This is an optimization exercise on Yosys and OpenROAD, whose aim is small area, a short achievable clock period and few clock cycles, not a production implementation.
In this exercise RTL edits were held to simulation tests only and were not proved equivalent to the original.
Power is estimated from default activity; no workload was simulated.

==> job 4485: inputs <==
==> flow/design.v <==
`default_nettype none
module riscv_cpu (
    input wire clk,
    input wire rst,
    input wire [31:0] module_instr_in,
    input wire [31:0] module_read_data_in,
    output wire [31:0] module_pc_out,
    output wire [31:0] module_wr_data_out,
    output wire module_mem_wr_en,
    output wire module_mem_rd_en,
    output wire [31:0] module_read_addr,
    output wire [31:0] module_write_addr,
    output wire [3:0] module_write_byte_enable,
    output wire [2:0] module_load_type
);
    reg        d_valid;
    reg [31:0] d_ins;
    reg [31:2] d_pc;
    reg [31:2] f_pc;      
    reg [31:0] e_a;       
    reg [31:0] e_b;       
    reg [11:0] e_imm;     
    reg [31:2] e_aux;     
    reg [4:0]  e_rd;
    reg        e_wen;     
    reg        e_load, e_store, e_branch, e_jalr, e_trap, e_mret, e_csr;
    reg        e_pred;    
    reg        e_ebreak;
    reg        e_auxres;  
    reg        e_alt;     
    reg        e_csr_nz;  
    reg [2:0]  e_f3;
    reg [31:0] mstatus, mie, mtvec, mscratch, mepc, mcause, mtval;
    reg [10:0] mip_r;
    reg [31:0] rf [1:31];
    wire [31:0] imm_x = {{20{e_imm[11]}}, e_imm};
    wire [31:0] addr = e_a + imm_x;
    wire eq   = (e_a == e_b);
    wire lt_s = ($signed(e_a) < $signed(e_b));
    wire lt_u = (e_a < e_b);
    wire cond = e_f3[2] ? (e_f3[1] ? lt_u : lt_s) : eq;
    wire taken = cond ^ e_f3[0];
    wire br_redirect = e_branch & (taken ^ e_pred);
    wire ex_redirect = br_redirect | e_jalr | e_trap | e_mret;
    wire [31:2] ex_target = e_jalr ? addr[31:2] :
                            e_trap ? mtvec[31:2] :
                            e_mret ? mepc[31:2] : e_aux;
    wire [31:0] addsub = e_alt ? (e_a - e_b) : (e_a + e_b);
    wire [31:0] sll = e_a << e_b[4:0];
    wire [32:0] srx_w = $signed({e_alt & e_a[31], e_a}) >>> e_b[4:0];
    wire [31:0] srx = srx_w[31:0];
    reg  [31:0] alu;
    always @(*) begin
        case (e_f3)
            3'd0: alu = addsub;
            3'd1: alu = sll;
            3'd2: alu = {31'b0, lt_s};
            3'd3: alu = {31'b0, lt_u};
            3'd4: alu = e_a ^ e_b;
            3'd5: alu = srx;
            3'd6: alu = e_a | e_b;
            default: alu = e_a & e_b;
        endcase
    end
    reg [31:0] csr_rd;
    always @(*) begin
        case (e_imm)
            12'h300: csr_rd = mstatus;
            12'h301: csr_rd = 32'h40000100;
            12'h304: csr_rd = mie;
            12'h305: csr_rd = mtvec;
            12'h340: csr_rd = mscratch;
            12'h341: csr_rd = mepc;
            12'h342: csr_rd = mcause;
            12'h343: csr_rd = mtval;
            12'h344: csr_rd = {21'b0, mip_r};
            default: csr_rd = 32'b0;
        endcase
    end
    wire [31:0] csr_wd = (e_f3[1:0] == 2'b01) ? e_a :
                         (e_f3[1:0] == 2'b10) ? (csr_rd | e_a) : (csr_rd & ~e_a);
    wire csr_we = e_csr & ((e_f3[1:0] == 2'b01) | e_csr_nz);
    wire [31:0] ex_result = e_load ? module_read_data_in :
                            e_csr ? csr_rd :
                            e_auxres ? {e_aux, 2'b00} : alu;
    assign module_mem_rd_en = e_load;
    assign module_mem_wr_en = e_store;
    assign module_read_addr = addr;
    assign module_write_addr = addr;
    assign module_load_type = e_f3;
    assign module_wr_data_out = e_b;
    assign module_write_byte_enable =
        (e_f3[1:0] == 2'b00) ? 4'b0001 :
        (e_f3[1:0] == 2'b01) ? (addr[0] ? 4'b0000 : 4'b0011) :
        ((addr[1:0] == 2'b00) ? 4'b1111 : 4'b0000);
    wire [4:0] op = d_ins[6:2];
    wire [2:0] f3 = d_ins[14:12];
    wire [4:0] rs1 = d_ins[19:15];
    wire [4:0] rs2 = d_ins[24:20];
    wire [4:0] rd  = d_ins[11:7];
    wire is_load   = (op == 5'b00000);
    wire is_store  = (op == 5'b01000);
    wire is_branch = (op == 5'b11000);
    wire is_jalr   = (op == 5'b11001);
    wire is_jal    = (op == 5'b11011);
    wire is_opimm  = (op == 5'b00100);
    wire is_op     = (op == 5'b01100);
    wire is_lui    = (op == 5'b01101);
    wire is_auipc  = (op == 5'b00101);
    wire is_sys    = (op == 5'b11100);
    wire is_priv   = is_sys & (f3 == 3'b000);
    wire is_csr    = is_sys & (f3 != 3'b000);
    wire [31:0] imm_i = {{20{d_ins[31]}}, d_ins[31:20]};
    wire [11:0] imm_s = {d_ins[31:25], d_ins[11:7]};
    wire [31:2] imm_b = {{20{d_ins[31]}}, d_ins[7], d_ins[30:25], d_ins[11:9]};
    wire [31:2] imm_j = {{12{d_ins[31]}}, d_ins[19:12], d_ins[20], d_ins[30:22]};
    wire [31:2] imm_u = {d_ins[31:12], 10'b0};
    wire [31:2] id_target = d_pc + (is_jal ? imm_j : is_branch ? imm_b : imm_u);
    wire id_pred = d_valid & (is_jal | (is_branch & d_ins[31]));
    wire id_wen = (rd != 5'b0) & (is_op | is_opimm | is_load | is_lui | is_auipc |
                                  is_jal | is_jalr | is_csr);
    wire [31:0] rf1 = (rs1 == 5'b0) ? 32'b0 : rf[rs1];
    wire [31:0] rf2 = (rs2 == 5'b0) ? 32'b0 : rf[rs2];
    wire byp1 = e_wen & (e_rd == rs1);
    wire byp2 = e_wen & (e_rd == rs2);
    wire [31:0] id_a = (is_csr & f3[2]) ? {27'b0, rs1} : byp1 ? ex_result : rf1;
    wire [31:0] id_b = (is_opimm | is_load) ? imm_i : byp2 ? ex_result : rf2;
    wire id_go = d_valid & ~ex_redirect;
    wire [31:2] next_pc = ex_redirect ? ex_target : id_pred ? id_target : f_pc;
    assign module_pc_out = {next_pc, 2'b00};
    always @(posedge clk or posedge rst) begin
        if (rst) begin
            d_valid <= 1'b0;
            f_pc <= 30'b0;
        end else begin
            d_valid <= 1'b1;
            f_pc <= next_pc + 30'd1;
        end
    end
    always @(posedge clk) begin
        d_ins <= module_instr_in;
        d_pc <= next_pc;
    end
    always @(posedge clk or posedge rst) begin
        if (rst) begin
            e_wen <= 1'b0;
            e_load <= 1'b0;
            e_store <= 1'b0;
            e_branch <= 1'b0;
            e_jalr <= 1'b0;
            e_trap <= 1'b0;
            e_mret <= 1'b0;
            e_csr <= 1'b0;
        end else begin
            e_wen <= id_go & id_wen;
            e_load <= id_go & is_load;
            e_store <= id_go & is_store;
            e_branch <= id_go & is_branch;
            e_jalr <= id_go & is_jalr;
            e_trap <= id_go & is_priv & ~d_ins[29];
            e_mret <= id_go & is_priv & d_ins[29];
            e_csr <= id_go & is_csr;
        end
    end
    always @(posedge clk) begin
        e_a <= id_a;
        e_b <= id_b;
        e_imm <= is_store ? imm_s : imm_i[11:0];
        e_rd <= rd;
        e_pred <= d_ins[31];
        e_ebreak <= d_ins[20];
        e_auxres <= is_lui | is_auipc | is_jal | is_jalr;
        e_alt <= d_ins[30] & (is_op | (f3 == 3'b101));
        e_csr_nz <= (rs1 != 5'b0);
        e_f3 <= f3;
        e_aux <= is_lui ? imm_u :
                 is_auipc ? id_target :
                 is_branch ? (d_ins[31] ? f_pc : id_target) :
                 is_priv ? d_pc : f_pc;
    end
    always @(posedge clk) begin
        if (e_wen)
            rf[e_rd] <= ex_result;
    end
    always @(posedge clk or posedge rst) begin
        if (rst) begin
            mstatus <= 32'h00001800;
            mie <= 32'b0;
            mtvec <= 32'b0;
            mscratch <= 32'b0;
            mepc <= 32'b0;
            mcause <= 32'b0;
            mtval <= 32'b0;
            mip_r <= 11'b0;
        end else if (e_mret) begin
            mstatus[3] <= mstatus[7];
            mstatus[7] <= 1'b1;
        end else if (e_trap) begin
            mepc <= {e_aux, 2'b00};
            mcause <= e_ebreak ? 32'd3 : 32'd11;
            mstatus[7] <= mstatus[3];
            mstatus[3] <= 1'b0;
        end else if (csr_we) begin
            case (e_imm)
                12'h300: mstatus <= csr_wd;
                12'h304: mie <= csr_wd;
                12'h305: mtvec <= csr_wd;
                12'h340: mscratch <= csr_wd;
                12'h341: mepc <= csr_wd;
                12'h342: mcause <= csr_wd;
                12'h343: mtval <= csr_wd;
                12'h344: mip_r <= csr_wd[10:0] & 11'h777;
                default: ;
            endcase
        end
    end
endmodule
==> flow/run.sh <==
#!/bin/bash
# synth_recipe.tcl (not shown) runs the flow's synth.tcl, then flattens the netlist and writes it again
# the make line also repeats each setting of config.mk as NAME=value (left out here)
make -C /OpenROAD-flow-scripts/flow DESIGN_CONFIG=/design/flow/config.mk WORK_HOME=/design/flow/orfs CLKGATE_MAP_FILE= SYNTH_SCRIPT=/design/flow/synth_recipe.tcl finish
==> flow/config.mk <==
export PLATFORM = sky130hd
export DESIGN_NAME = riscv_cpu
export DESIGN_NICKNAME = riscv_cpu
export VERILOG_FILES = /design/flow/design.v
export SDC_FILE = /design/flow/constraint.sdc
export NUM_CORES = 4
export LEC_CHECK = 0
export CAP_MARGIN = 20
export CORE_MARGIN = 2
export CORE_UTILIZATION = 40
export SLEW_MARGIN = 20
==> flow/constraint.sdc <==
create_clock -name core_clock -period 11.0 [get_ports {clk}]
set_input_delay 2.2000 -clock core_clock [delete_from_list [all_inputs] [get_ports {clk}]]
set_output_delay 2.2000 -clock core_clock [all_outputs]
set_load 0.01 [all_outputs]
==> job 9093 (differences from job 4485) <==
==> flow/design.v, changed modules only <==
module riscv_cpu (
    input wire clk,
    input wire rst,
    input wire [31:0] module_instr_in,
    input wire [31:0] module_read_data_in,
    output wire [31:0] module_pc_out,
    output wire [31:0] module_wr_data_out,
    output wire module_mem_wr_en,
    output wire module_mem_rd_en,
    output wire [31:0] module_read_addr,
    output wire [31:0] module_write_addr,
    output wire [3:0] module_write_byte_enable,
    output wire [2:0] module_load_type
);
    reg [31:2] pc;
    reg        d_valid;
    reg [31:0] d_ins;
    reg [31:2] d_pc;
    reg [31:2] d_tgt;     
    reg        d_pred;    
    reg [31:0] e_a;       
    reg [31:0] e_b;       
    reg        e_fa, e_fb;  
    reg [11:0] e_imm;     
    reg [31:2] e_aux;     
    reg [4:0]  e_rd;
    reg        e_wen;     
    reg        e_load, e_store, e_branch, e_jalr, e_trap, e_mret, e_csr;
    reg        e_pred;    
    reg        e_ebreak;
    reg        e_auxres;  
    reg        e_alt;     
    reg        e_csr_nz;  
    reg [2:0]  e_f3;
    reg        m_load, m_store, m_wen;
    reg [4:0]  m_rd;
    reg [31:0] m_res;
    reg [31:0] m_addr;
    reg [31:0] m_wdata;
    reg [3:0]  m_be;
    reg [2:0]  m_lt;
    reg [31:0] mstatus, mie, mtvec, mscratch, mepc, mcause, mtval;
    reg [10:0] mip_r;
    reg [31:0] rf [1:31];
    assign module_mem_rd_en = m_load;
    assign module_mem_wr_en = m_store;
    assign module_read_addr = m_addr;
    assign module_write_addr = m_addr;
    assign module_load_type = m_lt;
    assign module_wr_data_out = m_wdata;
    assign module_write_byte_enable = m_be;
    wire [31:0] mem_result = m_load ? module_read_data_in : m_res;
    always @(posedge clk) begin
        if (m_wen)
            rf[m_rd] <= mem_result;
    end
    wire [31:0] a = e_fa ? module_read_data_in : e_a;
    wire [31:0] b = e_fb ? module_read_data_in : e_b;
    wire [31:0] addr = a + {{20{e_imm[11]}}, e_imm};
    wire eq   = (a == b);
    wire lt_s = ($signed(a) < $signed(b));
    wire lt_u = (a < b);
    wire cond = e_f3[2] ? (e_f3[1] ? lt_u : lt_s) : eq;
    wire taken = cond ^ e_f3[0];
    wire br_redirect = e_branch & (taken ^ e_pred);
    wire ex_redirect = br_redirect | e_jalr | e_trap | e_mret;
    wire [31:2] ex_target = e_jalr ? addr[31:2] :
                            e_trap ? mtvec[31:2] :
                            e_mret ? mepc[31:2] : e_aux;
    wire [31:0] addsub = e_alt ? (a - b) : (a + b);
    wire [31:0] sll = a << b[4:0];
    wire [32:0] srx_w = $signed({e_alt & a[31], a}) >>> b[4:0];
    wire [31:0] srx = srx_w[31:0];
    reg  [31:0] alu;
    always @(*) begin
        case (e_f3)
            3'd0: alu = addsub;
            3'd1: alu = sll;
            3'd2: alu = {31'b0, lt_s};
            3'd3: alu = {31'b0, lt_u};
            3'd4: alu = a ^ b;
            3'd5: alu = srx;
            3'd6: alu = a | b;
            default: alu = a & b;
        endcase
    end
    reg [31:0] csr_rd;
    always @(*) begin
        case (e_imm)
            12'h300: csr_rd = mstatus;
            12'h301: csr_rd = 32'h40000100;
            12'h304: csr_rd = mie;
            12'h305: csr_rd = mtvec;
            12'h340: csr_rd = mscratch;
            12'h341: csr_rd = mepc;
            12'h342: csr_rd = mcause;
            12'h343: csr_rd = mtval;
            12'h344: csr_rd = {21'b0, mip_r};
            default: csr_rd = 32'b0;
        endcase
    end
    wire [31:0] csr_wd = (e_f3[1:0] == 2'b01) ? a :
                         (e_f3[1:0] == 2'b10) ? (csr_rd | a) : (csr_rd & ~a);
    wire csr_we = e_csr & ((e_f3[1:0] == 2'b01) | e_csr_nz);
    wire [31:0] ex_result = e_csr ? csr_rd :
                            e_auxres ? {e_aux, 2'b00} : alu;
    wire [3:0] ex_be =
        (e_f3[1:0] == 2'b00) ? 4'b0001 :
        (e_f3[1:0] == 2'b01) ? (addr[0] ? 4'b0000 : 4'b0011) :
        ((addr[1:0] == 2'b00) ? 4'b1111 : 4'b0000);
    always @(posedge clk or posedge rst) begin
        if (rst) begin
            m_load <= 1'b0;
            m_store <= 1'b0;
            m_wen <= 1'b0;
        end else begin
            m_load <= e_load;
            m_store <= e_store;
            m_wen <= e_wen;
        end
    end
    always @(posedge clk) begin
        m_rd <= e_rd;
        m_res <= ex_result;
        m_addr <= addr;
        m_wdata <= b;
        m_be <= ex_be;
        m_lt <= e_f3;
    end
    wire [4:0] op = d_ins[6:2];
    wire [2:0] f3 = d_ins[14:12];
    wire [4:0] rs1 = d_ins[19:15];
    wire [4:0] rs2 = d_ins[24:20];
    wire [4:0] rd  = d_ins[11:7];
    wire is_load   = (op == 5'b00000);
    wire is_store  = (op == 5'b01000);
    wire is_branch = (op == 5'b11000);
    wire is_jalr   = (op == 5'b11001);
    wire is_jal    = (op == 5'b11011);
    wire is_opimm  = (op == 5'b00100);
    wire is_op     = (op == 5'b01100);
    wire is_lui    = (op == 5'b01101);
    wire is_auipc  = (op == 5'b00101);
    wire is_sys    = (op == 5'b11100);
    wire is_priv   = is_sys & (f3 == 3'b000);
    wire is_csr    = is_sys & (f3 != 3'b000);
    wire [31:0] imm_i = {{20{d_ins[31]}}, d_ins[31:20]};
    wire [11:0] imm_s = {d_ins[31:25], d_ins[11:7]};
    wire [31:2] imm_u = {d_ins[31:12], 10'b0};
    wire id_wen = (rd != 5'b0) & (is_op | is_opimm | is_load | is_lui | is_auipc |
                                  is_jal | is_jalr | is_csr);
    wire uses_rs2 = is_op | is_store | is_branch;
    wire [31:2] d_pc1 = d_pc + 30'd1;
    reg [31:0] rf1, rf2;
    integer k;
    always @(*) begin
        rf1 = 32'b0;
        rf2 = 32'b0;
        for (k = 1; k < 32; k = k + 1) begin
            rf1 = rf1 | (rf[k] & {32{rs1 == k[4:0]}});
            rf2 = rf2 | (rf[k] & {32{rs2 == k[4:0]}});
        end
    end
    wire ex1 = e_wen & (e_rd == rs1);
    wire ex2 = e_wen & (e_rd == rs2);
    wire mem1 = m_wen & (m_rd == rs1);
    wire mem2 = m_wen & (m_rd == rs2);
    wire [31:0] id_a = (is_csr & f3[2]) ? {27'b0, rs1} :
                       ex1 ? ex_result : mem1 ? mem_result : rf1;
    wire [31:0] id_b = (is_opimm | is_load) ? imm_i :
                       ex2 ? ex_result : mem2 ? mem_result : rf2;
    wire id_go = d_valid & ~ex_redirect;
    always @(posedge clk or posedge rst) begin
        if (rst) begin
            e_wen <= 1'b0;
            e_load <= 1'b0;
            e_store <= 1'b0;
            e_branch <= 1'b0;
            e_jalr <= 1'b0;
            e_trap <= 1'b0;
            e_mret <= 1'b0;
            e_csr <= 1'b0;
        end else begin
            e_wen <= id_go & id_wen;
            e_load <= id_go & is_load;
            e_store <= id_go & is_store;
            e_branch <= id_go & is_branch;
            e_jalr <= id_go & is_jalr;
            e_trap <= id_go & is_priv & ~d_ins[29];
            e_mret <= id_go & is_priv & d_ins[29];
            e_csr <= id_go & is_csr;
        end
    end
    always @(posedge clk) begin
        e_a <= id_a;
        e_b <= id_b;
        e_fa <= e_load & ex1 & ~(is_csr & f3[2]);
        e_fb <= e_load & ex2 & uses_rs2;
        e_imm <= is_store ? imm_s : imm_i[11:0];
        e_rd <= rd;
        e_pred <= d_pred;
        e_ebreak <= d_ins[20];
        e_auxres <= is_lui | is_auipc | is_jal | is_jalr;
        e_alt <= d_ins[30] & (is_op | (f3 == 3'b101));
        e_csr_nz <= (rs1 != 5'b0);
        e_f3 <= f3;
        e_aux <= is_lui ? imm_u :
                 is_auipc ? d_tgt :
                 is_branch ? (d_pred ? d_pc1 : d_tgt) :
                 is_priv ? d_pc : d_pc1;
    end
    assign module_pc_out = {pc, 2'b00};
    wire [31:0] fi = module_instr_in;
    wire [4:0]  f_op = fi[6:2];
    wire f_jal = (f_op == 5'b11011);
    wire f_br  = (f_op == 5'b11000);
    wire [31:2] f_imm_b = {{20{fi[31]}}, fi[7], fi[30:25], fi[11:9]};
    wire [31:2] f_imm_j = {{12{fi[31]}}, fi[19:12], fi[20], fi[30:22]};
    wire [31:2] f_imm_u = {fi[31:12], 10'b0};
    wire [31:2] f_tgt = pc + (f_jal ? f_imm_j : f_br ? f_imm_b : f_imm_u);
    wire f_pred = f_jal | (f_br & fi[31]);
    always @(posedge clk or posedge rst) begin
        if (rst) begin
            pc <= 30'b0;
            d_valid <= 1'b0;
        end else begin
            pc <= ex_redirect ? ex_target : f_pred ? f_tgt : pc + 30'd1;
            d_valid <= ~ex_redirect;
        end
    end
    always @(posedge clk) begin
        d_ins <= fi;
        d_pc <= pc;
        d_tgt <= f_tgt;
        d_pred <= f_pred;
    end
    always @(posedge clk or posedge rst) begin
        if (rst) begin
            mstatus <= 32'h00001800;
            mie <= 32'b0;
            mtvec <= 32'b0;
            mscratch <= 32'b0;
            mepc <= 32'b0;
            mcause <= 32'b0;
            mtval <= 32'b0;
            mip_r <= 11'b0;
        end else if (e_mret) begin
            mstatus[3] <= mstatus[7];
            mstatus[7] <= 1'b1;
        end else if (e_trap) begin
            mepc <= {e_aux, 2'b00};
            mcause <= e_ebreak ? 32'd3 : 32'd11;
            mstatus[7] <= mstatus[3];
            mstatus[3] <= 1'b0;
        end else if (csr_we) begin
            case (e_imm)
                12'h300: mstatus <= csr_wd;
                12'h304: mie <= csr_wd;
                12'h305: mtvec <= csr_wd;
                12'h340: mscratch <= csr_wd;
                12'h341: mepc <= csr_wd;
                12'h342: mcause <= csr_wd;
                12'h343: mtval <= csr_wd;
                12'h344: mip_r <= csr_wd[10:0] & 11'h777;
                default: ;
            endcase
        end
    end
endmodule
- ABC_CLOCK_PERIOD_IN_PS: unset -> 4000
- SETUP_SLACK_MARGIN: unset -> 5
==> results by group <==
Route
  • Drt pass-1 iters: 14
  • M1 WL: 134000 um
  • Met3 wire length: 55400 um

Setup path
  • Delay-heaviest family, CP: buffers and inverters
  • Reg2Reg Capture Point: e_b[12]

Layout
  • Num sequential: 1586
  • Final design utilization: 46.5%

Place
  • DP Area: 83200 um^2

Synth
  • Avg Inst Size Synth: 11.1 um^2

Pwr
  • Sequential power share: 41.4%

Outcome
  • Outcome: timing/DRC/antenna clean

Global routing
  • GRT Total Usage: 37.3%
[end of results for job 9093]
==> results by group <==
Synth
  • Avg Inst Size Synth: 12.7 um^2

CTS
  • # hold bufs at CTS: 0
  • Root buffer cell: clkbuf_16

Global routing
  • GRT Total Usage: 28.5%

Route
  • M1 WL: 110000 um
  • Drt pass-1 iters: 6

Setup path
  • Delay-heaviest family, CP: compound AO/OA/AOI/OAI gates
  • Reg2Reg Capture Point: f_pc[18]
  • Worst Setup End Kind: output port

Layout
  • Num sequential: 1442
  • Final design utilization: 45.5%

Outcome
  • Outcome: timing/DRC/antenna clean

Place
  • DP Area: 83200 um^2

Pwr
  • Sequential power share: 40.4%
[end of results for job 4485]
Testbench counts of job 4485, summed over its fixed seeds: cycles 49,076.
Testbench counts of job 9093, summed over its fixed seeds: cycles 51,898.

==> static timing again, ports no longer ideal <==
How much do the figures lean on ideal ports? The routed layouts below were timed once more, with nothing changed but the port constraints. Step 1 sets driving cells, clkbuf_16 on the clock port and buf_2 on the other inputs (assumed; they add their load-dependent delay and slew). Step 2 also shifts input and output timing later by t, the mid clock arrival at the registers, as if the neighbouring blocks saw the same clock. Three values: no drivers, after step 1, after step 2; two values: the first two.
| run | t (ns) | setup slack, ns | hold WS [ns] | clock arrival spread, ns | worst register clock-pin slew, ns |
|---|---|---|---|---|---|
| job 4485 | 0.901 | 1.799 / 1.714 / 2.615 | 0.450 / 0.450 / 0.450 | 0.056 / 0.056 | 0.07 / 0.07 |
| job 9093 | 0.919 | 4.964 / 5.023 / 4.104 | 0.354 / 0.354 / 0.354 | 0.082 / 0.082 | 0.07 / 0.07 |
After both steps setup and hold are still met in every run listed. For job 9093, which loses most, drivers alone change the setup slack by +0.059 ns; drivers and shift together by -0.860 ns.
